Source: an optimization exercise on an open RTL-to-GDS flow (aim: small area). Production flows keep margins and buffers that such runs may drop. In this exercise RTL edits were held to simulation tests only and were not proved equivalent to the original. The clock cells of runs 5 to 9 come from the design's own scripts or RTL, not from TritonCTS. No driver is modelled on the clock port, so clock power and skew are understated where the tree is cut down; a real chip needs a root buffer or a tree. Power is estimated from default activity; no workload was simulated.

$ cat config.mk
export PLATFORM = sky130hd
export DESIGN_NAME = top
export DESIGN_NICKNAME = top
export VERILOG_FILES = /design/flow/design.v
export SDC_FILE = /design/flow/constraint.sdc
export NUM_CORES = 4
export LEC_CHECK = 0
export CAP_MARGIN = 20
export CORE_MARGIN = 2
export CORE_UTILIZATION = 40
export CTS_BUF_LIST = sky130_fd_sc_hd__clkbuf_8
export SLEW_MARGIN = 20
$ cat constraint.sdc
create_clock -name core_clock -period 10.0 [get_ports {clk}]
set_input_delay 2.0000 -clock core_clock [delete_from_list [all_inputs] [get_ports {clk}]]
set_output_delay 2.0000 -clock core_clock [all_outputs]
set_load 0.01 [all_outputs]
$ cat design.v
module top #(
    parameter int INC_DEC_INTERVAL = 10_000,
    parameter int INC_DEC_MAX      = 200,
    parameter int STATE_COUNT      = 6,
    parameter int PWM_INTERVAL     = 1200,
    parameter int STEP_VAL         = (PWM_INTERVAL / INC_DEC_MAX) > 0
                                   ? (PWM_INTERVAL / INC_DEC_MAX) : 1
) (
    input  logic clk,
    input  logic SW,
    output logic RGB_R,
    output logic RGB_G,
    output logic RGB_B,
    output logic LED
);
    wire rst_n = SW;
    logic [2:0] p1;        
    logic [7:0] p6;        
    logic [4:0] blk;       
    logic [7:0] J;         
    logic       par;       
    logic [1:0] k;         
    wire p1_1 = ~p1[1] &  p1[0];
    wire p1_3 =  p1[2] &  p1[0];
    wire p1_5 =  p1[2] & ~p1[1];
    wire blk_end = (p6 == 8'd66  && p1_3) ||
                   (p6 == 8'd133 && p1_1) ||
                   (p6 == 8'd199 && p1_5);
    wire tick    = blk_end && blk == 5'd24;
    wire odd     = par;
    wire last    = odd ? (J == 8'd1) : (J == 8'd199);
    wire start   = k[1] & k[0];
    always_ff @(posedge clk or negedge rst_n)
        if (!rst_n) begin
            p1      <= '0;
            p6      <= '0;
            blk     <= '0;
            J       <= '0;
            par     <= 1'b0;
            k       <= 2'b11;
        end else begin
            p1 <= {p1[1:0], ~p1[2]};
            if (p1_5)
                p6 <= (p6 == 8'd199) ? 8'd0 : p6 + 8'd1;
            if (blk_end)
                blk <= (blk == 5'd24) ? 5'd0 : blk + 5'd1;
            if (tick) begin
                J <= odd ? J - 8'd1 : J + 8'd1;
                if (last)
                    par <= ~par;
                if (last || start)
                    k <= {k[0] & ~k[1], ~(k[1] | k[0])};
            end
        end
    wire ramp = p6 < J;
    wire k0 = ~(k[1] ^ k[0]);
    wire k1 = k[0] & ~k[1];
    wire k2 = k[1] & ~k[0];
    wire on_g = k0 ? ramp : (k1 ?  par : ~par);
    wire on_r = k1 ? ramp : (k2 ?  par : ~par & ~k[0]);
    wire on_b = k2 ? ramp : (k0 ?  par : ~par);
    assign RGB_R = ~on_r;
    assign RGB_G = ~on_g;
    assign RGB_B = ~on_b;
    assign LED   = 1'b1;
endmodule
$ cat flow/run.sh
#!/bin/bash
# Layout flow: the standard synthesis, then an area-oriented re-synthesis
# of the combinational logic only (registers untouched, same names and cells),
# then the standard layout from floorplan to finish.
set -euo pipefail
HERE=$(pwd)
MAKE_ARGS=()
[[ -f flow/settings.sh ]] && source flow/settings.sh
R=$HERE/orfs/results/$FLOW_PLATFORM/top/base
YOSYS=$FLOW_HOME/../tools/install/yosys/bin/yosys
LIB=$FLOW_HOME/platforms/sky130hd/lib/sky130_fd_sc_hd__tt_025C_1v80.lib

bash standard.sh synth > std_synth.log 2>&1
cp $R/1_2_yosys.v $HERE/std_netlist.v

# Re-synthesise the combinational logic with a few random seeds, keep the smallest.
DU=$(grep -o -- "-dont_use [^ ]*" $HERE/orfs/logs/$FLOW_PLATFORM/top/base/1_2_yosys.log | sort -u | tr '\n' ' ')
SEEDS="${RESYN_SEEDS:-1 2 3 4}"
for s in $SEEDS; do
  echo "strash; &get -n; &deepsyn -T ${RESYN_TIME:-90} -S $s; &put; dch -f; amap" > resyn_$s.abc
  cat > resyn_$s.ys <<EOT
read_liberty -ignore_miss_func $LIB
read_verilog $HERE/std_netlist.v
hierarchy -top $FLOW_TOP
setattr -set keep_hierarchy 1 t:sky130_fd_sc_hd__df* t:sky130_fd_sc_hd__conb_1
flatten
delete t:\$scopeinfo
abc -liberty $LIB $DU -script $HERE/resyn_$s.abc
opt_clean -purge
tee -o resyn_$s.stat stat -liberty $LIB
select $FLOW_TOP
write_verilog -noattr -nohex -nodec -selected resyn_$s.v
EOT
  $YOSYS -s resyn_$s.ys > resyn_$s.log 2>&1 &
done
wait
best=""; bestA=""
for s in $SEEDS; do
  a=$(grep "Chip area for module" resyn_$s.stat | awk '{print $NF}') || true
  [[ -n "$a" ]] || continue
  if [[ -z "$bestA" ]] || awk -v a=$a -v b=$bestA 'BEGIN{exit !(a<b)}'; then best=$s; bestA=$a; fi
done
echo "best seed $best area $bestA" > resyn_choice.txt
cp resyn_$best.v $R/1_2_yosys.v
rm -f $R/1_synth.odb $R/1_synth.sdc

bash standard.sh "${MAKE_ARGS[@]}" finish > std_finish.log 2>&1
$ cat flow/settings.sh
RESYN_TIME=20
$ cat standard.sh
#!/bin/bash
# synth_recipe.tcl (not shown) runs the flow's synth.tcl, then flattens the netlist and writes it again
# the make line also repeats each setting of config.mk as NAME=value (left out here)
make -C /OpenROAD-flow-scripts/flow DESIGN_CONFIG=/design/flow/config.mk WORK_HOME=/design/flow/orfs CLKGATE_MAP_FILE= SYNTH_SCRIPT=/design/flow/synth_recipe.tcl "${@:-finish}"
==> flow_metrics.tcl, run 1 <==
set metrics [dict create \
    setup.worst_path.start_class "flop" \
    clkPwrFrac 0.355 \
    timing.max_cap.violations 0 \
    globalRouteOverflowTotal 0 \
    power_switching_w 0.0000361 \
    detailed_place.area_sq_mm 0.00142 \
    type_of_destination_of_the_critical_path "output pin" \
    route.vias.total 1119 \
    tritoncts "yes" \
    clock_sinks 27 \
    post_synth.cell_area_avg_sq_um 8.53 \
    finalHoldViolCount 0 \
    power_frac_comb 0.016 \
    clockRootBuffer "sky130_fd_sc_hd__clkbuf_8" \
    worst-setup-path-type "reg2out" \
    start_util 0.424 \
    cellInternalPower_w 0.000137 \
    topRoutingLayerUsed "met4" \
    detailedRoute.firstPassIterationCount 4 \
    setup-tns-final_ps 0 \
    setup_repair_after_global_routing_missed_its_margin "false" \
    detail-route-antenna-nets 0 \
    grt_max_degree 28 \
    regArea_sq_um 678 \
    filler_cell_count 310 \
    fin_nets 166 \
    switching_share 0.208 \
    run_status "timing/DRC/antenna clean" \
    synth-warning-count 1 \
    diodes_inserted 0 \
    die_width_um 61.1 \
    cts_made_buffers 3 \
    min-delay-path-class "reg2reg" \
    grt_pass1_wl_mm 4.41 \
    path_clk_slew_ps 90 \
    m1WireLength_mm 1.25 \
    cp.arrival_ps 2630 \
    globalplace.congestion 0.785 \
    core_area_sq_mm 0.00308 \
    post_drt_wl_per_cell_um 12.3 \
    post_synth_inst_count 153 \
    grt_use_total 0.158 \
    clock_path_buffers 2 \
    finalPower_w 0.000173 \
    grt_pass1_vias 1048 \
    cellPowerDensity_mw_per_mm2 119 \
    layout-area-overhead-vs-synth_pct 11.9 \
    period_minus_slack_ps 4630 \
    grt_antenna_before_repair 0 \
    port-buffer-count 4 \
    die_height_um 61.1 \
    total_leakage_power_nw 0.558 \
    sequentialPowerShare 0.629 \
    ioPinCount 6 \
    met3_wirelength_um 82 \
    clock_tree.htree_level_count 1 \
    final_layout_size_suffix_gt1_frac 0.0429 \
    finClkSkew_ps 4.42 \
    dp_hpwl_mm 1.96 \
    max_freq_ghz 0.216 \
    design_area_sq_mm 0.00146 \
    post-cts-setup-buffer-count 0 \
    cts_hold_buf 0 \
    worstSkewPairLatency_ps 270 \
    detail_route.drc_violations 0 \
    worst-endpoint-required_ps 8000 \
    floorplan.die_area_sq_mm 0.00374 \
    syn_area_sq_mm 0.00131 \
    cell_rows 20 \
    post-route-period-util 0.463 \
    drt_iter0_drc 66 \
    multi_input_area_sq_um 526 \
    post_drt_via_cell_ratio 5.41 \
    irDropWorstVdd_mv 0.0409 \
    synth_nets 155 \
    setup_viol 0 \
    timing_max_transition_violations_final 0 \
    met2_wirelength_mm 1.16 \
    wl_mm 2.55 \
    cp_max_fo 5 \
    ctsResizeCount 0 \
]
-- per-layer routing --
metal	vias up	GRT usage
met4	0	0.0745
met3	7	0.0189
met2	20	0.263
met5	-	0
li1	560	-
met1	532	0.203
-- cell type report --
cell class                 count  area share
timing repair buffer           6      0.0377
multi-input combinational     99       0.360
clock buffer                   3      0.0283
inverter                      27      0.0694
tap                           44      0.0377
sequential                    27       0.464
clock inverter                 1     0.00257
-- flip-flops by register name (all words and copies together) (netlist names) --
register,count
k,2
p1,3
p6,8
par,1
blk,5
J,8
-- power groups by stage --
| stage | Sequential (W) | Combinational, W | Clock, W |
|---|---|---|---|
| floorplan | 0.000111 | 0.000000162 | 0 |
| global placement | 0.000111 | 0.00000295 | 0 |
| detailed placement | 0.000111 | 0.00000308 | 0 |
| CTS | 0.000109 | 0.00000308 | 0.0000637 |
| global route | 0.000109 | 0.00000337 | 0.0000670 |
| finish | 0.000109 | 0.00000279 | 0.0000615 |
-- final timing paths --
check,start,endpoint,slack [ps],cells after the start
max,J[1],RGB_G,5370,12
min,p1[0],p1[1],420,0
max reg2reg,p6[6],J[7],7040,14
min reg2reg,p1[0],p1[1],420,0
max in group asynchronous,SW,k[0],7610,2
min in group asynchronous,SW,p6[6],2090,2
-- worst max-delay path: stages (launching register included) --
cell	delay, ps
sky130_fd_sc_hd__dfrtp_1	400
sky130_fd_sc_hd__clkinv_1	160
sky130_fd_sc_hd__a211oi_1	250
sky130_fd_sc_hd__o22ai_1	120
sky130_fd_sc_hd__o21ai_0	80
sky130_fd_sc_hd__o211ai_1	100
sky130_fd_sc_hd__o221ai_1	80
sky130_fd_sc_hd__o221ai_1	140
sky130_fd_sc_hd__o221ai_1	90
sky130_fd_sc_hd__o21ai_0	180
sky130_fd_sc_hd__o22ai_1	190
sky130_fd_sc_hd__o32ai_1	100
sky130_fd_sc_hd__clkdlybuf4s50_1	480
-- cell usage in the layout, fill, tap and decap left out --
cell type and instances:
sky130_fd_sc_hd__nor4_1 1, sky130_fd_sc_hd__a211oi_1 5, sky130_fd_sc_hd__o211ai_1 2, sky130_fd_sc_hd__dfstp_2 2
sky130_fd_sc_hd__a41oi_1 1, sky130_fd_sc_hd__o21a_1 3, sky130_fd_sc_hd__clkinv_1 27, sky130_fd_sc_hd__o21bai_1 1
sky130_fd_sc_hd__nor2_1 23, sky130_fd_sc_hd__nor3_1 7, sky130_fd_sc_hd__inv_1 1, sky130_fd_sc_hd__clkdlybuf4s50_1 4
sky130_fd_sc_hd__a21oi_1 7, sky130_fd_sc_hd__buf_4 2, sky130_fd_sc_hd__dfrtp_1 25, sky130_fd_sc_hd__conb_1 1
sky130_fd_sc_hd__clkbuf_8 3, sky130_fd_sc_hd__nand2_1 14, sky130_fd_sc_hd__o21ai_0 11, sky130_fd_sc_hd__a22oi_1 1
sky130_fd_sc_hd__nand3_1 2, sky130_fd_sc_hd__o32ai_1 2, sky130_fd_sc_hd__or3_1 1, sky130_fd_sc_hd__and2_0 1
sky130_fd_sc_hd__o22a_1 1, sky130_fd_sc_hd__o22ai_1 10, sky130_fd_sc_hd__o221ai_1 4, sky130_fd_sc_hd__a31oi_1 1
-- through the flow --
step	setup WS, ps	std cells	utilization	hold slack [ps]
4_1_cts	5370	207	0.474	426
5_1_grt	5090	207	0.474	444
3_3_place_gp	5760	203	0.460	397
2_1_floorplan	6280	153	-	375
3_5_place_dp	5670	203	0.460	403
6_report	5370	207	0.474	422
==> run 2, diff against run 1 <==
==> flow/settings.sh (replaced) <==
RESYN_TIME=20
MAKE_ARGS=("BUFFER_PORTS_ARGS=-buffer_cell sky130_fd_sc_hd__buf_1")
==> flow_metrics.tcl, run 2 <==
set metrics [dict create \
    cts_made_buffers 3 \
    timing_max_transition_violations_final 0 \
    clock_tree.htree_level_count 1 \
    syn_area_sq_mm 0.00131 \
    final_layout_size_suffix_gt1_frac 0.0491 \
    worst-setup-path-type "reg2out" \
    fin_nets 166 \
    worstSkewPairLatency_ps 280 \
    cp.arrival_ps 2360 \
    period_minus_slack_ps 4360 \
    setup_viol 0 \
    grt_pass1_vias 1075 \
    post-route-period-util 0.436 \
    dp_hpwl_mm 1.95 \
    layout-area-overhead-vs-synth_pct 10.3 \
    cp_max_fo 5 \
    r2r-end "J[7]" \
    switching_share 0.220 \
    grt_pass1_wl_mm 4.48 \
    cts_hold_buf 0 \
    critical_path.cell_chain "clkinv_1, a211oi_1, o22ai_1, o21ai_0, o211ai_1, o221ai_1, o221ai_1, o221ai_1, o21ai_0, o22ai_1, o32ai_1, buf_1" \
    post_synth_inst_count 153 \
    core_area_sq_mm 0.00308 \
    critical_path_depth 12 \
    post-cts-setup-buffer-count 0 \
    run_status "timing/DRC/antenna clean" \
    wl_mm 2.52 \
    post_drt_via_cell_ratio 5.31 \
    setup.worst_path.start_class "flop" \
    critical_path.n_buffers_inverters 2 \
    setup_repair_after_global_routing_missed_its_margin "false" \
    total_leakage_power_nw 0.541 \
    min-delay-path-class "reg2reg" \
    finalHoldViolCount 0 \
    detailedRoute.firstPassIterationCount 4 \
    crit_start "J[1]" \
    sequentialPowerShare 0.618 \
    path_clk_slew_ps 100 \
    drt_iter0_drc 32 \
    port-buffer-count 4 \
    max_freq_ghz 0.229 \
    setup.worst_path.end "RGB_G" \
    timing.reg2reg.worst_path_depth 14 \
    ctsResizeCount 0 \
    tritoncts "yes" \
    diodes_inserted 0 \
    route.vias.total 1099 \
    start_util 0.424 \
    grt_max_degree 28 \
    irDropWorstVdd_mv 0.0460 \
    critical_path.max_stage_delay_ps 420 \
    postLayoutCoreUtil 0.467 \
    layout_top_registers "J x8, p6 x8, blk x5" \
    clkPwrFrac 0.367 \
    grt_antenna_before_repair 0 \
    timing.reg2reg.setup_slack_ps 7110 \
    rr_startpoint "p6[6]" \
    mostFrequentLayoutCells "27 x sky130_fd_sc_hd__clkinv_1, 25 x sky130_fd_sc_hd__dfrtp_1, 23 x sky130_fd_sc_hd__nor2_1" \
    cellInternalPower_w 0.000138 \
    post_synth.cell_area_avg_sq_um 8.53 \
    setup-tns-final_ps 0 \
    detail_route.drc_violations 0 \
    floorplan.die_area_sq_mm 0.00374 \
    clock_path_buffers 2 \
    synth-warning-count 1 \
    cellPowerDensity_mw_per_mm2 123 \
    cell_rows 20 \
    die_height_um 61.1 \
    worst-endpoint-required_ps 8000 \
    worst_path_most_repeated_cell "sky130_fd_sc_hd__o221ai_1" \
    clock_sinks 27 \
    finClkSkew_ps 2.25 \
    power_switching_w 0.0000388 \
    globalRouteOverflowTotal 0 \
    clockRootBuffer "sky130_fd_sc_hd__clkbuf_8" \
    timing.max_cap.violations 0 \
    ioPinCount 6 \
    synth_nets 155 \
    type_of_destination_of_the_critical_path "output pin" \
    power_frac_comb 0.015 \
    post_drt_wl_per_cell_um 12.2 \
    globalplace.congestion 0.777 \
    detail-route-antenna-nets 0 \
    most_common_cell_after_layout_fill_and_taps_aside "sky130_fd_sc_hd__clkinv_1" \
    crit_family "compound AO/OA/AOI/OAI gates" \
    grt_use_total 0.161 \
    timing.critical_path.slowest_stage_cell "sky130_fd_sc_hd__dfrtp_1" \
    die_width_um 61.1 \
]
run 2: power by group through the flow:
stage,Clock [W],Sequential (W),Combinational (W)
after floorplan,0,0.000111,0.000000162
after global placement,0,0.000111,0.00000273
after detailed placement,0,0.000111,0.00000281
after CTS,0.0000668,0.000109,0.00000285
after global routing,0.0000708,0.000109,0.00000320
final,0.0000649,0.000109,0.00000264
run 2: area by class of cell:
| cell class | instances | area, sq um |
|---|---|---|
| Clock buffer | 3 | 41.3 |
| Clock inverter | 1 | 7.51 |
| Multi-Input combinational cell | 99 | 526 |
| Inverter | 27 | 101 |
| Tap cell | 44 | 55.1 |
| Fill cell | 315 | 1640 |
| Sequential cell | 27 | 678 |
| Timing Repair Buffer | 6 | 30.0 |
run 2: worst register-to-register path, stage by stage, from the launching register on:
cell	delay (ps)
sky130_fd_sc_hd__dfrtp_1	420
sky130_fd_sc_hd__clkinv_1	180
sky130_fd_sc_hd__nor3_1	220
sky130_fd_sc_hd__a41oi_1	70
sky130_fd_sc_hd__or3_1	420
sky130_fd_sc_hd__nor4_1	310
sky130_fd_sc_hd__clkinv_1	180
sky130_fd_sc_hd__nor2_1	160
sky130_fd_sc_hd__clkinv_1	160
sky130_fd_sc_hd__nor2_1	170
sky130_fd_sc_hd__o22ai_1	120
sky130_fd_sc_hd__clkinv_1	100
sky130_fd_sc_hd__o221ai_1	130
sky130_fd_sc_hd__nand2_1	90
sky130_fd_sc_hd__o21ai_0	70
run 2: worst min path at each step:
stage | from | to | cells past startpoint | slack (ps)
6_report | p1[1] | p1[2] | 0 | 430
3_5_place_dp | p1[1] | p1[2] | 0 | 410
2_1_floorplan | p1[0] | p1[1] | 0 | 380
4_1_cts | p1[1] | p1[2] | 0 | 430
3_3_place_gp | p1[0] | p1[1] | 0 | 400
5_1_grt | p1[0] | p1[1] | 0 | 440
run 2: metal layers:
layer	vias up	global-route usage	wire [um]
li1	559	-	-
met4	0	0.0745	37
met1	525	0.207	1250
met5	-	0	0
met3	4	0.0210	46
met2	11	0.269	1190
run 2: through the flow:
step	area (sq um)	total power, W	hold WS [ps]	instances	setup slack, ps
floorplan	1310	0.000111	375	153	6280
global placement	1390	0.000114	396	203	6150
detailed placement	1390	0.000114	411	203	6020
CTS	1440	0.000179	430	207	5640
global route	1440	0.000183	438	207	5370
finish	1440	0.000177	425	207	5640
==> run 3, diff against run 2 <==
==> flow/settings.sh (replaced) <==
MAKE_ARGS=("BUFFER_PORTS_ARGS=-buffer_cell sky130_fd_sc_hd__buf_1")
==> flow_metrics.tcl, run 3 <==
set metrics [dict create \
    period_minus_slack_ps 4360 \
    mostFrequentLayoutCells "27 x sky130_fd_sc_hd__clkinv_1, 25 x sky130_fd_sc_hd__dfrtp_1, 23 x sky130_fd_sc_hd__nor2_1" \
    final_layout_size_suffix_gt1_frac 0.0491 \
    clockRootBuffer "sky130_fd_sc_hd__clkbuf_8" \
    multi_input_area_sq_um 526 \
    total_leakage_power_nw 0.541 \
    layout_top_registers "J x8, p6 x8, blk x5" \
    clock_path_buffers 2 \
    dp_hpwl_mm 1.95 \
    fin_nets 166 \
    max_freq_ghz 0.229 \
    filler_cell_count 315 \
    cellPowerDensity_mw_per_mm2 123 \
    worstSkewPairLatency_ps 280 \
    min-delay-path-class "reg2reg" \
    wl_mm 2.52 \
    finClkSkew_ps 2.25 \
    globalplace.congestion 0.777 \
    ctsResizeCount 0 \
    core_area_sq_mm 0.00308 \
    drt_iter0_drc 32 \
    post_drt_wl_per_cell_um 12.2 \
    worst-setup-path-type "reg2out" \
    post_drt_via_cell_ratio 5.31 \
    type_of_destination_of_the_critical_path "output pin" \
    floorplan.die_area_sq_mm 0.00374 \
    post-route-period-util 0.436 \
    synth-warning-count 1 \
    cts_made_buffers 3 \
    globalRouteOverflowTotal 0 \
    regArea_sq_um 678 \
    post-cts-setup-buffer-count 0 \
    diodes_inserted 0 \
    setup_repair_after_global_routing_missed_its_margin "false" \
    timing_max_transition_violations_final 0 \
    cp_max_fo 5 \
    cp.arrival_ps 2360 \
    finalHoldViolCount 0 \
    clock_sinks 27 \
    run_status "timing/DRC/antenna clean" \
    detailedRoute.firstPassIterationCount 4 \
    die_width_um 61.1 \
    post_synth.cell_area_avg_sq_um 8.53 \
    route.vias.total 1099 \
    grt.met1_usage 0.207 \
    port-buffer-count 4 \
    grt_use_total 0.161 \
    tritoncts "yes" \
    cts_hold_buf 0 \
    synth_nets 155 \
    most_common_cell_after_layout_fill_and_taps_aside "sky130_fd_sc_hd__clkinv_1" \
    detail_route.drc_violations 0 \
    grtUsageMet2 0.269 \
    grt_antenna_before_repair 0 \
    placed_cells 203 \
    grt_max_degree 28 \
    grt_pass1_vias 1075 \
    path_clk_slew_ps 100 \
    grt.busiest_layer "met2" \
    worst-endpoint-required_ps 8000 \
    start_util 0.424 \
    clock_tree.htree_level_count 1 \
    setup.worst_path.start_class "flop" \
    setup_viol 0 \
    die_height_um 61.1 \
    post_synth_inst_count 153 \
    timing.max_cap.violations 0 \
    ioPinCount 6 \
    irDropWorstVdd_mv 0.0460 \
    gr-usage-met3 0.0210 \
    final-instance-count-excl-fill 207 \
    detail-route-antenna-nets 0 \
    grt_pass1_wl_mm 4.48 \
    layout-area-overhead-vs-synth_pct 10.3 \
    syn_area_sq_mm 0.00131 \
    setup-tns-final_ps 0 \
    cell_rows 20 \
]
## run 3: metrics by stage
| stage | hold slack (ps) | instance area [sq um] | utilization | worst slack (ps) | total power, W |
|---|---|---|---|---|---|
| floorplan | 375 | 1310 | - | 6280 | 0.000111 |
| global placement | 396 | 1390 | 0.452 | 6150 | 0.000114 |
| detailed placement | 411 | 1390 | 0.452 | 6020 | 0.000114 |
| CTS | 430 | 1440 | 0.467 | 5640 | 0.000179 |
| global route | 438 | 1440 | 0.467 | 5370 | 0.000183 |
| finish | 425 | 1440 | 0.467 | 5640 | 0.000177 |
## run 3: layout make-up
cell class              count  share of cell area
well taps                  44              0.0383
clock inverters             1             0.00522
inverters                  27              0.0704
flip-flops and latches     27               0.471
multi-input cells          99               0.365
clock buffers               3              0.0287
repair buffers              6              0.0209
## run 3: worst max-delay path: stages (launching register included)
cell and delay (ps):
sky130_fd_sc_hd__dfrtp_1 420, sky130_fd_sc_hd__clkinv_1 160, sky130_fd_sc_hd__a211oi_1 250, sky130_fd_sc_hd__o22ai_1 120, sky130_fd_sc_hd__o21ai_0 80, sky130_fd_sc_hd__o211ai_1 120
sky130_fd_sc_hd__o221ai_1 100, sky130_fd_sc_hd__o221ai_1 150, sky130_fd_sc_hd__o221ai_1 90, sky130_fd_sc_hd__o21ai_0 170, sky130_fd_sc_hd__o22ai_1 190, sky130_fd_sc_hd__o32ai_1 100
sky130_fd_sc_hd__buf_1 140
## run 3: layer usage
metal,vias to the layer above,part of all wire
li1,559,-
met1,525,0.49
met2,11,0.47
met3,4,0.018
met4,0,0.015
met5,-,0
## run 3: report_power, final
part	leakage (nW)	switching (W)	total, W	internal (W)
clock	0.0217	0.0000365	0.0000649	0.0000283
sequential	0.360	0	0.000109	0.000109
combinational	0.159	0.00000229	0.00000264	0.000000349
total	0.541	0.0000388	0.000177	0.000138
## run 3: path summary, 6_finish.rpt
path | start | endpoint | slack [ps] | depth (start not counted)
worst max register to register | p6[6] | J[7] | 7110 | 14
max in group asynchronous | SW | k[0] | 7990 | 2
worst max-delay path | J[1] | RGB_G | 5640 | 12
worst min register to register | p1[1] | p1[2] | 430 | 0
min in group asynchronous | SW | p6[0] | 1700 | 2
worst min-delay path | p1[1] | p1[2] | 430 | 0
==> run 4, diff against run 3 <==
==> flow/settings.sh (replaced) <==
RESYN_TIME=20
--- a/config.mk
+++ b/config.mk
@@ -10,3 +10,5 @@
 export CORE_UTILIZATION = 40
-export CTS_BUF_LIST = sky130_fd_sc_hd__clkbuf_8
+export CTS_BUF_LIST = sky130_fd_sc_hd__clkbuf_16
+export CTS_CLUSTER_DIAMETER = 200
+export CTS_CLUSTER_SIZE = 30
 export SLEW_MARGIN = 20
==> flow_metrics.tcl, run 4 <==
set metrics [dict create \
    die_width_um 61.1 \
    globalRouteOverflowTotal 0 \
    cts_hold_buf 0 \
    met2_wirelength_mm 1.19 \
    layout_top_registers "J x8, p6 x8, blk x5" \
    timing.reg2reg.worst_path_depth 14 \
    post_drt_via_cell_ratio 5.27 \
    period_minus_slack_ps 4700 \
    cellInternalPower_w 0.000163 \
    syn_area_sq_mm 0.00131 \
    timing.max_cap.violations 0 \
    post_synth_inst_count 153 \
    finalPower_w 0.000201 \
    cts_made_buffers 3 \
    cp.arrival_ps 2700 \
    die_height_um 61.1 \
    post_synth.cell_area_avg_sq_um 8.53 \
    setup_viol 0 \
    layout_setup_ws_ps 5300 \
    critical_path.max_stage_delay_ps 480 \
    route.vias.total 1090 \
    cell_rows 20 \
    setup.worst_path.start_class "flop" \
    critical_path.cell_chain "clkinv_1, a211oi_1, o22ai_1, o21ai_0, o211ai_1, o221ai_1, o221ai_1, o221ai_1, o21ai_0, o22ai_1, o32ai_1, clkdlybuf4s50_1" \
    grt_use_total 0.159 \
    critical_path_depth 12 \
    topRoutingLayerUsed "met4" \
    m1WireLength_mm 1.29 \
    synth-warning-count 1 \
    detail_route.drc_violations 0 \
    total_leakage_power_nw 0.573 \
    start_util 0.424 \
    floorplan.die_area_sq_mm 0.00374 \
    worst_path_most_repeated_cell "sky130_fd_sc_hd__o221ai_1" \
    filler_cell_count 303 \
    ioPinCount 6 \
    crit_family "compound AO/OA/AOI/OAI gates" \
    clock_tree.htree_level_count 1 \
    timing.critical_path.slowest_stage_cell "sky130_fd_sc_hd__clkdlybuf4s50_1" \
    wl_mm 2.60 \
    worst-setup-path-type "reg2out" \
    met3_wirelength_um 78 \
    switching_share 0.188 \
    port-buffer-count 4 \
    grt_max_degree 28 \
    finClkSkew_ps 3.71 \
    path_clk_slew_ps 60 \
    post-cts-setup-buffer-count 0 \
    core_area_sq_mm 0.00308 \
    final_layout_size_suffix_gt1_frac 0.0429 \
    power_frac_comb 0.014 \
    sequentialPowerShare 0.543 \
    setup-tns-final_ps 0 \
    detailedRoute.firstPassIterationCount 4 \
    most_common_cell_after_layout_fill_and_taps_aside "sky130_fd_sc_hd__clkinv_1" \
    grt_pass1_vias 1042 \
    mostFrequentLayoutCells "27 x sky130_fd_sc_hd__clkinv_1, 25 x sky130_fd_sc_hd__dfrtp_1, 23 x sky130_fd_sc_hd__nor2_1" \
    critical_path.n_buffers_inverters 2 \
    layout-area-overhead-vs-synth_pct 14.5 \
    post-route-period-util 0.470 \
    detailed_place.area_sq_mm 0.00142 \
    worstSkewPairLatency_ps 260 \
    diodes_inserted 0 \
    setup_repair_after_global_routing_missed_its_margin "false" \
    synth_nets 155 \
    max_freq_ghz 0.213 \
    hold_path_depth 0 \
    tritoncts "yes" \
    min-delay-path-class "reg2reg" \
    ctsResizeCount 0 \
    design_area_sq_mm 0.00149 \
    clock_sinks 27 \
    post_drt_wl_per_cell_um 12.6 \
    cp_max_fo 5 \
    finalHoldViolCount 0 \
    placement.setup.worst_slack_ps 5670 \
    fin_nets 166 \
    timing_max_transition_violations_final 0 \
    drt_iter0_drc 49 \
    globalplace.congestion 0.785 \
    irDropWorstVdd_mv 0.0476 \
    dp_hpwl_mm 1.96 \
    detail-route-antenna-nets 0 \
    clockRootBuffer "sky130_fd_sc_hd__clkbuf_16" \
    cellPowerDensity_mw_per_mm2 135 \
    grt_antenna_before_repair 0 \
    grt_pass1_wl_mm 4.46 \
    run_status "timing/DRC/antenna clean" \
    type_of_destination_of_the_critical_path "output pin" \
    power_switching_w 0.0000378 \
    clkPwrFrac 0.443 \
    worst-endpoint-required_ps 8000 \
    clock_path_buffers 2 \
]
==> run 4: cell types whose count changed in the layout (fill, tap and decap cells not counted) <==
cell / previous run / this run
sky130_fd_sc_hd__buf_1: 4 / 0
sky130_fd_sc_hd__clkbuf_8: 3 / 0
sky130_fd_sc_hd__clkdlybuf4s50_1: 0 / 4
sky130_fd_sc_hd__clkinvlp_4: 1 / 0
sky130_fd_sc_hd__inv_1: 0 / 1
sky130_fd_sc_hd__clkbuf_16: 0 / 3
==> run 4: power groups by stage <==
stage | clock network, W | logic [W] | registers [W]
2_1_floorplan | 0 | 0.000000162 | 0.000111
3_5_place_dp | 0 | 0.00000308 | 0.000111
4_1_cts | 0.0000908 | 0.00000307 | 0.000109
3_3_place_gp | 0 | 0.00000295 | 0.000111
6_report | 0.0000891 | 0.00000282 | 0.000109
5_1_grt | 0.0000968 | 0.00000336 | 0.000109
==> run 4: area by class of cell <==
class	instances	area (sq um)	area share
multi-input cells	99	526	0.352
clock inverters	1	3.75	0.00251
inverters	27	101	0.0678
clock buffers	3	75.1	0.0503
repair buffers	6	55.1	0.0369
well taps	44	55.1	0.0369
flip-flops and latches	27	678	0.454
==> run 4: metrics by stage <==
stage	utilization	hold WS (ps)	cells
floorplan	-	375	153
global placement	0.460	397	203
detailed placement	0.460	403	203
CTS	0.485	420	207
global route	0.485	438	207
finish	0.485	414	207
==> run 4: routing by layer <==
layer / vias up / GRT usage
li1: 560 / -
met5: - / 0
met3: 5 / 0.0189
met2: 18 / 0.263
met1: 507 / 0.213
met4: 0 / 0.0652
==> run 4: path summary, 6_finish.rpt <==
kind	start	endpoint	slack, ps
min in group asynchronous	SW	p6[0]	2110
max reg2reg	p6[6]	J[7]	7040
min	p1[1]	p1[2]	410
max in group asynchronous	SW	k[0]	7580
max	J[1]	RGB_G	5300
min reg2reg	p1[1]	p1[2]	410
==> run 4: worst register-to-register path, cell delays in order, from the launching register on <==
cell	delay, ps
sky130_fd_sc_hd__dfrtp_1	420
sky130_fd_sc_hd__clkinv_1	190
sky130_fd_sc_hd__nor3_1	210
sky130_fd_sc_hd__a41oi_1	70
sky130_fd_sc_hd__or3_1	420
sky130_fd_sc_hd__nor4_1	310
sky130_fd_sc_hd__clkinv_1	200
sky130_fd_sc_hd__nor2_1	170
sky130_fd_sc_hd__clkinv_1	160
sky130_fd_sc_hd__nor2_1	170
sky130_fd_sc_hd__o22ai_1	120
sky130_fd_sc_hd__clkinv_1	100
sky130_fd_sc_hd__o221ai_1	130
sky130_fd_sc_hd__nand2_1	100
sky130_fd_sc_hd__o21ai_0	70
==> run 5, diff against run 4 <==
--- a/design.v
+++ b/design.v
@@ -28,3 +28,3 @@
                    (p6 == 8'd199 && p1_5);
-    wire tick    = blk_end && blk == 5'd24;
+    wire tick    = blk_end && blk == 5'd31;
     wire odd     = par;
@@ -36,3 +36,3 @@
             p6      <= '0;
-            blk     <= '0;
+            blk     <= 5'd7;
             J       <= '0;
@@ -45,3 +45,3 @@
             if (blk_end)
-                blk <= (blk == 5'd24) ? 5'd0 : blk + 5'd1;
+                blk <= (blk == 5'd31) ? 5'd7 : blk + 5'd1;
             if (tick) begin
==> flow/run.sh (replaced) <==
#!/bin/bash
# Layout flow: the standard synthesis, then an area-oriented re-synthesis
# of the combinational logic only (registers untouched: same names and
# cells), then the standard layout from floorplan to finish, with small
# port buffers and a flat clock tree of a few buffers.
set -euo pipefail
HERE=$(pwd)
RESYN_TIME=20
RESYN_ROUNDS="1 2 3 4 5 6 7 8"
CLOCK_BUF_CELL=sky130_fd_sc_hd__clkbuf_8
CLOCK_BUF_COUNT=2
[[ -f flow/settings.sh ]] && source flow/settings.sh
export CLOCK_BUF_CELL CLOCK_BUF_COUNT
R=$HERE/orfs/results/$FLOW_PLATFORM/top/base
YOSYS=$FLOW_HOME/../tools/install/yosys/bin/yosys
LIB=$FLOW_HOME/platforms/sky130hd/lib/sky130_fd_sc_hd__tt_025C_1v80.lib

bash standard.sh synth > std_synth.log 2>&1
cp $R/1_2_yosys.v $HERE/std_netlist.v

# Re-synthesise the combinational logic with several random seeds; keep the smallest.
DU=$(grep -o -- "-dont_use [^ ]*" $HERE/orfs/logs/$FLOW_PLATFORM/top/base/1_2_yosys.log | sort -u | tr '\n' ' ')
resyn() {
  local s=$1
  echo "strash; &get -n; &deepsyn -T $RESYN_TIME -S $s; &put; dch -f; amap" > resyn_$s.abc
  cat > resyn_$s.ys <<EOT
read_liberty -ignore_miss_func $LIB
read_verilog $HERE/std_netlist.v
hierarchy -top $FLOW_TOP
setattr -set keep_hierarchy 1 t:sky130_fd_sc_hd__df* t:sky130_fd_sc_hd__conb_1
flatten
delete t:\$scopeinfo
abc -liberty $LIB $DU -script $HERE/resyn_$s.abc
opt_clean -purge
tee -o resyn_$s.stat stat -liberty $LIB
select $FLOW_TOP
write_verilog -noattr -nohex -nodec -selected resyn_$s.v
EOT
  $YOSYS -s resyn_$s.ys > resyn_$s.log 2>&1 || true
}
n=0
for s in $RESYN_ROUNDS; do
  resyn $s &
  n=$((n+1)); if (( n % ${NUM_CORES:-4} == 0 )); then wait; fi
done
wait
best=""; bestA=""
for s in $RESYN_ROUNDS; do
  a=$(grep "Chip area for module" resyn_$s.stat 2>/dev/null | awk '{print $NF}') || true
  [[ -n "$a" ]] || continue
  echo "seed $s area $a" >> resyn_choice.txt
  if [[ -z "$bestA" ]] || awk -v a=$a -v b=$bestA 'BEGIN{exit !(a<b)}'; then best=$s; bestA=$a; fi
done
echo "best seed $best area $bestA" >> resyn_choice.txt
if [[ -n "$best" ]]; then
  cp resyn_$best.v $R/1_2_yosys.v
  rm -f $R/1_synth.odb $R/1_synth.sdc
fi

bash standard.sh "BUFFER_PORTS_ARGS=-buffer_cell sky130_fd_sc_hd__buf_1" \
  "POST_CTS_TCL=$HERE/flow/post_cts.tcl" finish > std_finish.log 2>&1
==> flow/clockbuf.tcl (new file) <==
# Replace the clock tree that CTS built by N buffers of one cell type, each
# driven by the clock port and driving a group of sinks split by position.
proc replace_clock_tree { clk_name cell nbuf } {
  set block [ord::get_db_block]
  set clk_net [$block findNet $clk_name]
  set sinks {}
  set tree_insts {}
  set tree_nets {}
  set todo [list $clk_net]
  while {[llength $todo]} {
    set n [lindex $todo 0]; set todo [lrange $todo 1 end]
    foreach it [$n getITerms] {
      if {[$it isOutputSignal]} continue
      set inst [$it getInst]
      set m [[$inst getMaster] getName]
      if {[string match "sky130_fd_sc_hd__clkbuf_*" $m] || [string match "sky130_fd_sc_hd__clkinvlp_*" $m]} {
        if {[lsearch -exact $tree_insts $inst] < 0} { lappend tree_insts $inst }
        foreach o [$inst getITerms] {
          if {[$o isOutputSignal] && [$o getNet] ne "NULL"} { lappend todo [$o getNet]; lappend tree_nets [$o getNet] }
        }
      } else {
        lappend sinks $it
      }
    }
  }
  puts "replace_clock_tree: [llength $sinks] sinks, removing [llength $tree_insts] tree cells"
  # sort sinks by x (then split into nbuf groups of equal size)
  set keyed {}
  foreach it $sinks {
    set b [[$it getInst] getBBox]
    lappend keyed [list [expr {([$b xMin]+[$b xMax])/2}] [expr {([$b yMin]+[$b yMax])/2}] $it]
  }
  set keyed [lsort -integer -index 0 $keyed]
  foreach it $sinks { $it disconnect }
  foreach inst $tree_insts { odb::dbInst_destroy $inst }
  foreach n [lsort -unique $tree_nets] { odb::dbNet_destroy $n }
  set master [[ord::get_db] findMaster $cell]
  set total [llength $keyed]
  for {set g 0} {$g < $nbuf} {incr g} {
    set lo [expr {$g * $total / $nbuf}]
    set hi [expr {($g + 1) * $total / $nbuf - 1}]
    set grp [lrange $keyed $lo $hi]
    set sx 0; set sy 0
    foreach e $grp { set sx [expr {$sx + [lindex $e 0]}]; set sy [expr {$sy + [lindex $e 1]}] }
    set cx [expr {$sx / [llength $grp]}]; set cy [expr {$sy / [llength $grp]}]
    set buf [odb::dbInst_create $block $master clkbuf_leaf_$g]
    set leaf [odb::dbNet_create $block clknet_leaf_$g]
    $leaf setSigType CLOCK
    [$buf findITerm A] connect $clk_net
    [$buf findITerm X] connect $leaf
    foreach e $grp { [lindex $e 2] connect $leaf }
    $buf setLocation $cx $cy
    $buf setPlacementStatus PLACED
  }
}
==> flow/post_cts.tcl (new file) <==
# Runs at the end of ORFS's CTS step (POST_CTS_TCL): swap the clock tree for
# a few clock buffers fed by the clock port, then legalise the placement.
source [file join [file dirname [info script]] clockbuf.tcl]
replace_clock_tree clk $::env(CLOCK_BUF_CELL) $::env(CLOCK_BUF_COUNT)
detailed_placement
check_placement -verbose
--- a/config.mk
+++ b/config.mk
@@ -10,5 +10,2 @@
 export CORE_UTILIZATION = 40
-export CTS_BUF_LIST = sky130_fd_sc_hd__clkbuf_16
-export CTS_CLUSTER_DIAMETER = 200
-export CTS_CLUSTER_SIZE = 30
 export SLEW_MARGIN = 20
removed: flow/settings.sh
==> flow_metrics.tcl, run 5 <==
set metrics [dict create \
    grt_antenna_before_repair 0 \
    route.vias.total 1046 \
    setup.worst_path.start_class "flop" \
    grt_pass1_wl_mm 4.37 \
    worst-setup-path-type "reg2out" \
    post_synth_inst_count 155 \
    layout_top_registers "J x8, p6 x8, blk x5" \
    timing.reg2reg.setup_slack_ps 6680 \
    fin_nets 166 \
    post_drt_wl_per_cell_um 11.6 \
    setup-tns-final_ps 0 \
    path_clk_slew_ps 90 \
    grt.busiest_layer "met2" \
    post_synth.cell_area_avg_sq_um 8.34 \
    gr-usage-met3 0.0384 \
    grt_max_degree 28 \
    holdPathEnd "p1[1]" \
    globalplace.congestion 0.849 \
    detail_route.drc_violations 0 \
    critical_path.max_stage_delay_ps 450 \
    finalHoldViolCount 0 \
    timing.reg2reg.worst_path_depth 17 \
    die_height_um 60.8 \
    finClkSkew_ps 9.99 \
    irDropWorstVdd_mv 0.0598 \
    cp.arrival_ps 2250 \
    post_drt_via_cell_ratio 5.08 \
    total_leakage_power_nw 0.535 \
    filler_cell_count 313 \
    hold_path_depth 0 \
    floorplan.die_area_sq_mm 0.00370 \
    crit_start "J[0]" \
    syn_area_sq_mm 0.00129 \
    grt.met1_usage 0.214 \
    synth_nets 157 \
    r2r-end "J[7]" \
    run_status "timing/DRC/antenna clean" \
    detailedRoute.firstPassIterationCount 5 \
    cp_max_fo 6 \
    finalPower_w 0.000157 \
    synth-warning-count 1 \
    most_common_cell_after_layout_fill_and_taps_aside "sky130_fd_sc_hd__nor2_1" \
    post-route-period-util 0.425 \
    core_area_sq_mm 0.00305 \
    grt_pass1_vias 996 \
    drt_iter0_drc 64 \
    setup_viol 0 \
    detailed_place.area_sq_mm 0.00137 \
    mostFrequentLayoutCells "31 x sky130_fd_sc_hd__nor2_1, 26 x sky130_fd_sc_hd__clkinv_1, 22 x sky130_fd_sc_hd__dfrtp_1" \
    critical_path.n_buffers_inverters 2 \
    cellPowerDensity_mw_per_mm2 112 \
    worstSkewPairLatency_ps 150 \
    worst_path_most_repeated_cell "sky130_fd_sc_hd__o21ai_0" \
    dp_hpwl_mm 1.83 \
    grt_use_total 0.158 \
    type_of_destination_of_the_critical_path "output pin" \
    port-buffer-count 4 \
    timing_max_transition_violations_final 0 \
    worst-endpoint-required_ps 8000 \
    die_width_um 60.8 \
    setup_repair_after_global_routing_missed_its_margin "false" \
    layout-area-overhead-vs-synth_pct 8.13 \
    critical_path.cell_chain "clkinv_1, nor2_1, o22ai_1, a222oi_1, a221oi_1, a221oi_1, a21oi_1, o21ai_0, o221ai_1, o21ai_0, o21ai_0, buf_1" \
    cell_rows 20 \
    timing.max_cap.violations 0 \
    detail-route-antenna-nets 0 \
    diodes_inserted 0 \
    globalRouteOverflowTotal 0 \
    period_minus_slack_ps 4250 \
    rr_startpoint "p6[7]" \
    start_util 0.423 \
    final_layout_size_suffix_gt1_frac 0.0494 \
    timing.critical_path.slowest_stage_cell "sky130_fd_sc_hd__dfrtp_1" \
    min-delay-path-class "reg2reg" \
    crit_family "compound AO/OA/AOI/OAI gates" \
    hp-start "p1[0]" \
    grtUsageMet2 0.258 \
    max_freq_ghz 0.235 \
    design_area_sq_mm 0.00140 \
    ioPinCount 6 \
    wl_mm 2.39 \
    clock_sinks 27 \
]
-- run 5: per-layer routing --
layer / wire [um] / part of all wire / up-vias
met3: 76 / 0.032 / 2
met4: 27 / 0.011 / 0
li1: - / - / 555
met2: 1100 / 0.46 / 15
met5: 0 / 0 / -
met1: 1180 / 0.50 / 474
-- run 5: how the worst max path moves through the flow --
stage	end	cells after the start	slack (ps)
after floorplan	RGB_B	11	6220
after global placement	RGB_G	12	6010
after detailed placement	RGB_G	12	5930
after global routing	RGB_G	12	5440
final	RGB_G	12	5750
-- run 5: final cells by class --
class | instances | area (sq um) | share of cell area
Buffer | 2 | 27.5 | 0.0197
Inverter | 26 | 97.6 | 0.0698
Multi-Input combinational cell | 102 | 513 | 0.367
Sequential cell | 27 | 682 | 0.488
Tap cell | 44 | 55.1 | 0.0394
Timing Repair Buffer | 5 | 22.5 | 0.0161
-- run 5: worst register-to-register path, delay by kind of cell, from the launching register on --
family          cells  cell delay [ps]
compound gates      4              670
buf+inv             3              450
flops               1              400
simple gates       10             1700
-- run 5: power by group --
group / switching (W) / internal [W]
Sequential: 0 / 0.000109
Combinational: 0.00000220 / 0.000000349
Clock: 0.0000268 / 0.0000184
-- run 5: through the flow --
stage	instances	hold WS, ps	setup slack, ps	utilization
floorplan	155	375	6220	-
finish	206	414	5750	0.458
detailed placement	204	398	5930	0.449
global route	206	438	5440	0.458
global placement	204	395	6010	0.449
==> run 6, diff against run 5 <==
==> flow/settings.sh (new file) <==
RESYN_ROUNDS="2"
CLOCK_BUF_CELL=sky130_fd_sc_hd__clkbuf_4
CLOCK_BUF_COUNT=3
--- a/config.mk
+++ b/config.mk
@@ -7,5 +7,5 @@
 export LEC_CHECK = 0
-export CAP_MARGIN = 20
+export CAP_MARGIN = 0
 export CORE_MARGIN = 2
-export CORE_UTILIZATION = 40
-export SLEW_MARGIN = 20
+export CORE_UTILIZATION = 75
+export SLEW_MARGIN = 0
==> flow_metrics.tcl, run 6 <==
set metrics [dict create \
    run_status "timing/DRC/antenna clean" \
    path_clk_slew_ps 90 \
    detail_route.drc_violations 0 \
    finalHoldViolCount 0 \
    port-buffer-count 4 \
    worstSkewPairLatency_ps 160 \
    fin_nets 167 \
    timing.reg2reg.worst_path_depth 17 \
    layout-area-overhead-vs-synth_pct 5.03 \
    grt_max_degree 28 \
    timing.critical_path.slowest_stage_cell "sky130_fd_sc_hd__dfrtp_1" \
    globalplace.congestion 0.899 \
    diodes_inserted 0 \
    r2r-end "J[7]" \
    die_width_um 45.5 \
    detailed_place.area_sq_mm 0.00134 \
    worst-endpoint-required_ps 8000 \
    post-route-period-util 0.431 \
    sequentialPowerShare 0.721 \
    setup.worst_path.end "RGB_G" \
    detailedRoute.firstPassIterationCount 4 \
    die_height_um 45.5 \
    setup-tns-final_ps 0 \
    setup_viol 0 \
    irDropWorstVdd_mv 0.0851 \
    post_drt_wl_per_cell_um 14.6 \
    cell_rows 14 \
    total_leakage_power_nw 0.534 \
    drt_iter0_drc 53 \
    design_area_sq_mm 0.00136 \
    post_synth.cell_area_avg_sq_um 8.34 \
    setup_repair_after_global_routing_missed_its_margin "false" \
    grt_pass1_vias 1084 \
    ioPinCount 6 \
    cellPowerDensity_mw_per_mm2 112 \
    grt_pass1_wl_mm 4.65 \
    clock_sinks 27 \
    floorplan.die_area_sq_mm 0.00207 \
    grt_antenna_before_repair 0 \
    postLayoutCoreUtil 0.871 \
    dp_hpwl_mm 1.99 \
    power_frac_comb 0.017 \
    type_of_destination_of_the_critical_path "output pin" \
    syn_area_sq_mm 0.00129 \
    critical_path.max_stage_delay_ps 450 \
    finClkSkew_ps 11.1 \
    cp_max_fo 6 \
    switching_share 0.182 \
    worst-setup-path-type "reg2out" \
    most_common_cell_after_layout_fill_and_taps_aside "sky130_fd_sc_hd__nor2_1" \
    crit_start "J[0]" \
    route.vias.total 1167 \
    post_synth_inst_count 155 \
    detail-route-antenna-nets 0 \
    rr_startpoint "p6[7]" \
    critical_path.cell_chain "clkinv_1, nor2_1, o22ai_1, a222oi_1, a221oi_1, a221oi_1, a21oi_1, o21ai_0, o221ai_1, o21ai_0, o21ai_0, buf_1" \
    layout_top_registers "J x8, p6 x8, blk x5" \
    power_switching_w 0.0000275 \
    min-delay-path-class "reg2reg" \
    start_util 0.829 \
    post_drt_via_cell_ratio 6.52 \
    final_layout_size_suffix_gt1_frac 0.0552 \
    clkPwrFrac 0.262 \
    period_minus_slack_ps 4310 \
    worst_path_most_repeated_cell "sky130_fd_sc_hd__o21ai_0" \
    globalRouteOverflowTotal 0 \
    cellInternalPower_w 0.000124 \
    synth-warning-count 1 \
    grt_use_total 0.317 \
    wl_mm 2.61 \
    timing.max_cap.violations 0 \
    timing.reg2reg.setup_slack_ps 6340 \
    cp.arrival_ps 2310 \
    timing_max_transition_violations_final 0 \
    core_area_sq_mm 0.00156 \
    max_freq_ghz 0.232 \
    mostFrequentLayoutCells "31 x sky130_fd_sc_hd__nor2_1, 26 x sky130_fd_sc_hd__clkinv_1, 22 x sky130_fd_sc_hd__dfrtp_1" \
    setup.worst_path.start_class "flop" \
    synth_nets 157 \
]
-- run 6: cell type report --
| cell class | instances | area (sq um) |
|---|---|---|
| timing repair buffer | 5 | 22.5 |
| buffer | 3 | 22.5 |
| multi-input combinational | 102 | 513 |
| inverter | 26 | 97.6 |
| tap | 16 | 20.0 |
| sequential | 27 | 682 |
| fill | 88 | 201 |
-- run 6: worst max-delay path, delay by kind of cell (launching register included) --
family | cells | cell delay [ps]
AO/OA/AOI/OAI | 9 | 1220
flip-flops | 1 | 450
AND/OR/NAND/NOR | 1 | 150
buffers and inverters | 2 | 340
-- run 6: worst min path at each step --
stage / slack [ps] / from / endpoint / cells past startpoint
after detailed placement: 400 / p1[0] / p1[1] / 0
final: 420 / p1[1] / p1[2] / 0
after global routing: 430 / p1[0] / p1[1] / 0
after global placement: 400 / p1[0] / p1[1] / 0
after floorplan: 380 / p1[0] / p1[1] / 0
-- run 6: routing by layer --
layer,up-vias,GRT usage,part of all wire
met3,16,0.0952,0.074
met2,72,0.499,0.47
met4,0,0.147,0.038
li1,562,-,-
met5,-,0,0
met1,517,0.398,0.42
-- run 6: metrics by stage --
| step | worst slack, ps | std cells | total power [W] | hold slack, ps |
|---|---|---|---|---|
| finish | 5690 | 179 | 0.000151 | 420 |
| global route | 5550 | 179 | 0.000157 | 432 |
| detailed placement | 5940 | 176 | 0.000114 | 403 |
| global placement | 6040 | 176 | 0.000114 | 403 |
| floorplan | 6220 | 155 | 0.000111 | 375 |
-- run 6: power groups by stage --
| stage | clock network [W] | logic (W) | registers (W) |
|---|---|---|---|
| final | 0.0000397 | 0.00000252 | 0.000109 |
| after global routing | 0.0000442 | 0.00000309 | 0.000109 |
| after detailed placement | 0 | 0.00000263 | 0.000111 |
| after global placement | 0 | 0.00000254 | 0.000111 |
| after floorplan | 0 | 0.000000162 | 0.000111 |
==> run 7, diff against run 6 <==
--- a/config.mk
+++ b/config.mk
@@ -10,2 +10,3 @@
 export CORE_UTILIZATION = 75
+export GPL_TIMING_DRIVEN = 0
 export SLEW_MARGIN = 0
==> flow_metrics.tcl, run 7 <==
set metrics [dict create \
    run_status "timing/DRC/antenna clean" \
    worst-setup-path-type "reg2out" \
    post_drt_wl_per_cell_um 15.5 \
    post_drt_via_cell_ratio 6.27 \
    layout-area-overhead-vs-synth_pct 4.94 \
    port-buffer-count 4 \
    diodes_inserted 0 \
    synth-warning-count 1 \
    tightestPinTransition_ps 633 \
    die_width_um 45.5 \
    irDropWorstVdd_mv 0.121 \
    worstSkewPairLatency_ps 180 \
    route.vias.total 1123 \
    max_freq_ghz 0.217 \
    postLayoutCoreUtil 0.870 \
    total_leakage_power_nw 0.536 \
    detailedRoute.firstPassIterationCount 4 \
    globalplace.congestion 0.916 \
    cellPowerDensity_mw_per_mm2 116 \
    timing_max_transition_violations_final 0 \
    placement.setup.worst_slack_ps 5710 \
    post_synth.cell_area_avg_sq_um 8.34 \
    type_of_destination_of_the_critical_path "output pin" \
    finClkSkew_ps 27.6 \
    globalRouteOverflowTotal 0 \
    core_area_sq_mm 0.00156 \
    grt_use_total 0.306 \
    detailed_place.area_sq_mm 0.00133 \
    fin_nets 166 \
    ioPinCount 6 \
    worst_path_most_repeated_cell "sky130_fd_sc_hd__o21ai_0" \
    design_area_sq_mm 0.00136 \
    setup.worst_path.start_class "flop" \
    critical_path.max_stage_delay_ps 460 \
    die_height_um 45.5 \
    timing.critical_path.slowest_stage_cell "sky130_fd_sc_hd__dfrtp_1" \
    dp_hpwl_mm 1.99 \
    grt_pass1_vias 1022 \
    final_layout_size_suffix_gt1_frac 0.0613 \
    mostFrequentLayoutCells "31 x sky130_fd_sc_hd__nor2_1, 26 x sky130_fd_sc_hd__clkinv_1, 22 x sky130_fd_sc_hd__dfrtp_1" \
    grt_antenna_before_repair 0 \
    synth_nets 157 \
    detail_route.drc_violations 0 \
    cp.arrival_ps 2610 \
    cp_max_fo 6 \
    path_clk_slew_ps 100 \
    wl_mm 2.77 \
    start_util 0.829 \
    post_synth_inst_count 155 \
    most_common_cell_after_layout_fill_and_taps_aside "sky130_fd_sc_hd__nor2_1" \
    clock_sinks 27 \
    detail-route-antenna-nets 0 \
    worst-endpoint-required_ps 8000 \
    layout_top_registers "J x8, p6 x8, blk x5" \
    setup-tns-final_ps 0 \
    timing.max_cap.violations 0 \
    slew_headroom 0.578 \
    syn_area_sq_mm 0.00129 \
    layout_setup_ws_ps 5390 \
    grt_max_degree 28 \
    finalHoldViolCount 0 \
    setup_repair_after_global_routing_missed_its_margin "false" \
    cell_rows 14 \
    critical_path.cell_chain "clkinv_1, nor2_1, o22ai_1, a222oi_1, a221oi_1, a221oi_1, a21oi_1, o21ai_0, o221ai_1, o21ai_0, o21ai_0, buf_1" \
    post-route-period-util 0.461 \
    period_minus_slack_ps 4610 \
    floorplan.die_area_sq_mm 0.00207 \
    drt_iter0_drc 61 \
    setup_viol 0 \
    min-delay-path-class "reg2reg" \
    grt_pass1_wl_mm 4.39 \
]
[run 7: layer usage]
metal / global-route usage / up-vias / routed length (um)
met3: 0.0675 / 15 / 137
met4: 0.141 / 0 / 117
met1: 0.361 / 505 / 1140
met2: 0.527 / 51 / 1370
li1: - / 552 / -
met5: 0 / - / 0
[run 7: critical path: cells and delay by family (launching register included)]
family | cells | cell delay (ps)
AO/OA/AOI/OAI | 9 | 1440
flip-flops | 1 | 460
buffers and inverters | 2 | 350
AND/OR/NAND/NOR | 1 | 180
[run 7: cell type report]
class	instances	area, sq um
sequential	27	682
multi-input combinational	102	513
fill	86	203
inverter	26	97.6
buffer	3	22.5
tap	16	20.0
timing repair buffer	4	16.3
clock inverter	1	5.00
[run 7: power by group]
part | total [W] | internal, W | leakage, nW | switching, W
sequential | 0.000109 | 0.000109 | 0.349 | 0
combinational | 0.00000222 | 0.000000133 | 0.169 | 0.00000209
clock | 0.0000452 | 0.0000153 | 0.0177 | 0.0000299
total | 0.000157 | 0.000125 | 0.536 | 0.0000320
[run 7: worst paths after layout]
kind / startpoint / to / slack, ps / depth (start not counted)
setup / recovery: J[0] / RGB_G / 5390 / 12
hold / removal: p1[1] / p1[2] / 440 / 0
setup reg to reg: p6[7] / J[7] / 6510 / 17
hold reg to reg: p1[1] / p1[2] / 440 / 0
max in group asynchronous: SW / p6[1] / 7740 / 1
min in group asynchronous: SW / p6[6] / 1820 / 1
[run 7: metrics by stage]
step	power, W	hold slack (ps)	cells
final	0.000157	438	179
after global routing	0.000161	447	179
after detailed placement	0.000114	411	175
after global placement	0.000114	403	175
after floorplan	0.000111	375	155
==> run 8, diff against run 7 <==
==> flow/settings.sh (replaced) <==
RESYN_ROUNDS="2"
CLOCK_BUF_CELL=sky130_fd_sc_hd__clkbuf_16
CLOCK_BUF_COUNT=1
--- a/config.mk
+++ b/config.mk
@@ -10,3 +10,2 @@
 export CORE_UTILIZATION = 75
-export GPL_TIMING_DRIVEN = 0
 export SLEW_MARGIN = 0
==> flow_metrics.tcl, run 8 <==
set metrics [dict create \
    run_status "timing/DRC/antenna clean" \
    layout-area-overhead-vs-synth_pct 5.23 \
    grt_use_total 0.316 \
    core_area_sq_mm 0.00156 \
    cp_max_fo 6 \
    post_drt_via_cell_ratio 6.50 \
    max_freq_ghz 0.230 \
    period_minus_slack_ps 4350 \
    worst-endpoint-required_ps 8000 \
    setup-tns-final_ps 0 \
    die_height_um 45.5 \
    dp_hpwl_mm 1.99 \
    setup_repair_after_global_routing_missed_its_margin "false" \
    fin_nets 165 \
    detail-route-antenna-nets 0 \
    setup.worst_path.start_class "flop" \
    timing_max_transition_violations_final 0 \
    worst_path_most_repeated_cell "sky130_fd_sc_hd__o21ai_0" \
    finClkSkew_ps 4.02 \
    holdPathEnd "p1[1]" \
    detailedRoute.firstPassIterationCount 4 \
    synth_nets 157 \
    worst-setup-path-type "reg2out" \
    rr_startpoint "p6[7]" \
    port-buffer-count 4 \
    syn_area_sq_mm 0.00129 \
    finalPower_w 0.000156 \
    timing.max_cap.violations 0 \
    post_drt_wl_per_cell_um 15.0 \
    floorplan.die_area_sq_mm 0.00207 \
    type_of_destination_of_the_critical_path "output pin" \
    grt_pass1_wl_mm 4.71 \
    critical_path.max_stage_delay_ps 450 \
    critical_path.n_buffers_inverters 2 \
    globalRouteOverflowTotal 0 \
    layout_top_registers "J x8, p6 x8, blk x5" \
    start_util 0.829 \
    globalplace.congestion 0.899 \
    cp.arrival_ps 2350 \
    cellPowerDensity_mw_per_mm2 115 \
    finalHoldViolCount 0 \
    diodes_inserted 0 \
    drt_iter0_drc 68 \
    most_common_cell_after_layout_fill_and_taps_aside "sky130_fd_sc_hd__nor2_1" \
    irDropWorstVdd_mv 0.135 \
    mostFrequentLayoutCells "31 x sky130_fd_sc_hd__nor2_1, 26 x sky130_fd_sc_hd__clkinv_1, 22 x sky130_fd_sc_hd__dfrtp_1" \
    ioPinCount 6 \
    critical_path.cell_chain "clkinv_1, nor2_1, o22ai_1, a222oi_1, a221oi_1, a221oi_1, a21oi_1, o21ai_0, o221ai_1, o21ai_0, o21ai_0, buf_1" \
    grt_pass1_vias 1103 \
    cell_rows 14 \
    r2r-end "J[7]" \
    post_synth.cell_area_avg_sq_um 8.34 \
    timing.reg2reg.setup_slack_ps 6450 \
    setup_viol 0 \
    worstSkewPairLatency_ps 160 \
    die_width_um 45.5 \
    total_leakage_power_nw 0.533 \
    min-delay-path-class "reg2reg" \
    hold_path_depth 0 \
    post-route-period-util 0.435 \
    detail_route.drc_violations 0 \
    timing.reg2reg.worst_path_depth 17 \
    hp-start "p1[0]" \
    design_area_sq_mm 0.00136 \
    timing.critical_path.slowest_stage_cell "sky130_fd_sc_hd__dfrtp_1" \
    crit_family "compound AO/OA/AOI/OAI gates" \
    grt_max_degree 28 \
    synth-warning-count 1 \
    fin_worst_hold_slack_ps 424 \
    grt_antenna_before_repair 0 \
    post_synth_inst_count 155 \
    final_layout_size_suffix_gt1_frac 0.0435 \
    detailed_place.area_sq_mm 0.00134 \
    wl_mm 2.66 \
    clock_sinks 27 \
    route.vias.total 1151 \
    path_clk_slew_ps 100 \
]
==> run 8: cell types whose count changed in the layout (fill, tap and decap cells not counted), sizes merged <==
| cell | before | now |
|---|---|---|
| clkinv | 27 | 26 |
| clkbuf | 4 | 1 |
| buf | 3 | 5 |
==> run 8: worst reg2reg max path: stages, from the launching register on <==
cell and delay (ps):
sky130_fd_sc_hd__dfrtp_1 400, sky130_fd_sc_hd__clkinv_1 180, sky130_fd_sc_hd__nor3_1 310, sky130_fd_sc_hd__o2111ai_1 200, sky130_fd_sc_hd__nor3_1 250, sky130_fd_sc_hd__and2_0 230
sky130_fd_sc_hd__nand2_1 110, sky130_fd_sc_hd__nor2_1 140, sky130_fd_sc_hd__and2_0 200, sky130_fd_sc_hd__nand2_1 180, sky130_fd_sc_hd__clkinv_1 170, sky130_fd_sc_hd__nand2_1 90
sky130_fd_sc_hd__nor2_1 170, sky130_fd_sc_hd__clkinv_1 100, sky130_fd_sc_hd__o22ai_1 280, sky130_fd_sc_hd__o221ai_1 230, sky130_fd_sc_hd__nand2_1 120, sky130_fd_sc_hd__o21ai_0 80
==> run 8: layout make-up <==
cell class | instances | area, sq um
tap | 16 | 20.0
sequential | 27 | 682
buffer | 1 | 25.0
fill | 87 | 199
inverter | 26 | 97.6
multi-input combinational | 102 | 513
timing repair buffer | 5 | 22.5
==> run 8: per-layer routing <==
| metal | wire [um] | up-vias | global-route usage |
|---|---|---|---|
| met5 | 0 | - | 0 |
| met1 | 1110 | 528 | 0.404 |
| met3 | 193 | 14 | 0.0754 |
| met4 | 78 | 0 | 0.153 |
| met2 | 1280 | 62 | 0.501 |
| li1 | - | 547 | - |
==> run 8: where the power goes <==
group	total (W)	internal (W)	switching (W)
clock network	0.0000443	0.0000184	0.0000258
logic	0.00000251	0.000000350	0.00000216
registers	0.000109	0.000109	0
==> run 8: through the flow <==
stage                      util  instances  setup slack (ps)
after global routing      0.872        177              5500
after global placement    0.856        176              6040
after floorplan               -        155              6220
final                     0.872        177              5650
after detailed placement  0.856        176              5940
==> run 8: worst max-delay path by stage <==
stage	from	end	cells after the start
after detailed placement	J[0]	RGB_G	12
final	J[0]	RGB_G	12
after global placement	J[0]	RGB_G	12
after global routing	J[0]	RGB_G	12
after floorplan	J[0]	RGB_B	11
==> run 9, diff against run 8 <==
--- a/flow/run.sh
+++ b/flow/run.sh
@@ -8,7 +8,8 @@
 RESYN_TIME=20
-RESYN_ROUNDS="1 2 3 4 5 6 7 8"
+RESYN_ROUNDS="1 2 3 4 5 6 7 8 9 10 11 12 13 14 15 16"
 CLOCK_BUF_CELL=sky130_fd_sc_hd__clkbuf_8
 CLOCK_BUF_COUNT=2
+INPUT_BUF_CELL=sky130_fd_sc_hd__buf_2
 [[ -f flow/settings.sh ]] && source flow/settings.sh
-export CLOCK_BUF_CELL CLOCK_BUF_COUNT
+export CLOCK_BUF_CELL CLOCK_BUF_COUNT INPUT_BUF_CELL
 R=$HERE/orfs/results/$FLOW_PLATFORM/top/base
@@ -59,3 +60,4 @@
 
-bash standard.sh "BUFFER_PORTS_ARGS=-buffer_cell sky130_fd_sc_hd__buf_1" \
+bash standard.sh "BUFFER_PORTS_ARGS=-outputs -buffer_cell sky130_fd_sc_hd__buf_1" \
+  "PRE_GLOBAL_PLACE_TCL=$HERE/flow/pre_place.tcl" \
   "POST_CTS_TCL=$HERE/flow/post_cts.tcl" finish > std_finish.log 2>&1
==> flow/pre_place.tcl (new file) <==
# Runs before ORFS's global placement (PRE_GLOBAL_PLACE_TCL): buffer the input
# ports with a cell strong enough to drive the reset net; ORFS then buffers
# the output ports with BUFFER_PORTS_ARGS.
buffer_ports -inputs -buffer_cell $::env(INPUT_BUF_CELL)
==> flow/settings.sh (replaced) <==
RESYN_ROUNDS="2"
CLOCK_BUF_CELL=sky130_fd_sc_hd__clkbuf_4
CLOCK_BUF_COUNT=3
==> flow_metrics.tcl, run 9 <==
set metrics [dict create \
    critical_path.cell_chain "clkinv_1, nor2_1, o22ai_1, a222oi_1, a221oi_1, a221oi_1, a21oi_1, o21ai_0, o221ai_1, o21ai_0, o21ai_0, buf_1" \
    most_common_cell_after_layout_fill_and_taps_aside "sky130_fd_sc_hd__nor2_1" \
    clock_sinks 27 \
    ioPinCount 6 \
    cell_rows 14 \
    worst-setup-path-type "reg2out" \
    timing.critical_path.slowest_stage_cell "sky130_fd_sc_hd__dfrtp_1" \
    start_util 0.829 \
    period_minus_slack_ps 4390 \
    grt_pass1_wl_mm 4.40 \
    layout_top_registers "J x8, p6 x8, blk x5" \
    worst_path_most_repeated_cell "sky130_fd_sc_hd__o21ai_0" \
    final-instance-count-excl-fill 177 \
    diodes_inserted 0 \
    regArea_sq_um 682 \
    finalHoldViolCount 0 \
    detailedRoute.firstPassIterationCount 4 \
    critical_path.max_stage_delay_ps 460 \
    syn_area_sq_mm 0.00129 \
    type_of_destination_of_the_critical_path "output pin" \
    filler_cell_count 81 \
    fin_nets 165 \
    timing.max_cap.violations 0 \
    worst-endpoint-required_ps 8000 \
    design_area_sq_mm 0.00135 \
    setup-tns-final_ps 0 \
    cp.arrival_ps 2390 \
    finClkSkew_ps 18.1 \
    grt_max_degree 28 \
    multi_input_area_sq_um 513 \
    setup_repair_after_global_routing_missed_its_margin "false" \
    wl_mm 2.60 \
    grt_use_total 0.300 \
    path_clk_slew_ps 100 \
    cp_max_fo 6 \
    setup_viol 0 \
    mostFrequentLayoutCells "31 x sky130_fd_sc_hd__nor2_1, 26 x sky130_fd_sc_hd__clkinv_1, 22 x sky130_fd_sc_hd__dfrtp_1" \
    max_freq_ghz 0.228 \
    worstSkewPairLatency_ps 160 \
    placed_cells 174 \
    cellPowerDensity_mw_per_mm2 112 \
    globalRouteOverflowTotal 0 \
    min-delay-path-class "reg2reg" \
    post-route-period-util 0.439 \
    dp_hpwl_mm 1.95 \
    postLayoutCoreUtil 0.864 \
    total_leakage_power_nw 0.528 \
    post_drt_via_cell_ratio 6.45 \
    detail-route-antenna-nets 0 \
    die_width_um 45.5 \
    floorplan.die_area_sq_mm 0.00207 \
    final_layout_size_suffix_gt1_frac 0.0497 \
    die_height_um 45.5 \
    core_area_sq_mm 0.00156 \
    post_synth.cell_area_avg_sq_um 8.34 \
    setup.worst_path.start_class "flop" \
    synth_nets 157 \
    route.vias.total 1142 \
    post_synth_inst_count 155 \
    port-buffer-count 4 \
    layout-area-overhead-vs-synth_pct 4.16 \
    irDropWorstVdd_mv 0.105 \
    grt_pass1_vias 1036 \
    post_drt_wl_per_cell_um 14.7 \
    globalplace.congestion 0.876 \
    detail_route.drc_violations 0 \
    timing_max_transition_violations_final 0 \
    run_status "timing/DRC/antenna clean" \
    detailed_place.area_sq_mm 0.00132 \
    synth-warning-count 1 \
    drt_iter0_drc 56 \
    grt_antenna_before_repair 0 \
]
## run 9: path summary, 6_finish.rpt
kind / from / endpoint / cells after the start / slack, ps
max in group asynchronous: SW / blk[0] / 0 / 8290
setup reg to reg: p6[7] / J[7] / 17 / 6660
setup / recovery: J[0] / RGB_G / 12 / 5610
hold reg to reg: p1[1] / p1[2] / 0 / 420
min in group asynchronous: SW / J[7] / 0 / 1520
hold / removal: p1[1] / p1[2] / 0 / 420
## run 9: power by group
group / internal (W) / leakage [nW] / switching, W
Sequential: 0.000109 / 0.349 / 0
Clock: 0.0000144 / 0.0138 / 0.0000267
Combinational: 0 / 0.165 / 0.000000170
Total: 0.000124 / 0.528 / 0.0000269
## run 9: layer usage
| layer | share of wire | wire (um) | vias to the layer above | track usage |
|---|---|---|---|---|
| li1 | - | - | 551 | - |
| met1 | 0.42 | 1090 | 529 | 0.377 |
| met2 | 0.50 | 1300 | 57 | 0.504 |
| met3 | 0.076 | 197 | 5 | 0.0754 |
| met4 | 0.0054 | 14 | 0 | 0.100 |
| met5 | 0 | 0 | - | 0 |
## run 9: cell type report
class / instances / area share
timing repair buffer: 3 / 0.00836
inverter: 26 / 0.0725
multi-input combinational: 102 / 0.381
buffer: 3 / 0.0167
sequential: 27 / 0.507
tap: 16 / 0.0149
## run 9: critical path: cells and delay by family (launching register included)
| family | cells | cell delay (ps) |
|---|---|---|
| AOI/OAI and AO/OA | 9 | 1250 |
| DFF | 1 | 460 |
| buffers and inverters | 2 | 350 |
| and+or+nand+nor | 1 | 150 |
## run 9: stage by stage
stage	worst slack (ps)	power [W]	hold slack, ps
after global placement	6040	0.000111	404
after detailed placement	5850	0.000111	397
final	5610	0.000150	425
after floorplan	6220	0.000111	375
after global routing	5340	0.000154	431

Check on run 9: ideal ports give 5.607 ns setup slack; a clkbuf_16 on the clock port and buf_2 on the inputs give 5.577 ns; moving port delays by the midpoint clock arrival (0.183 ns) as well gives 5.760 ns.
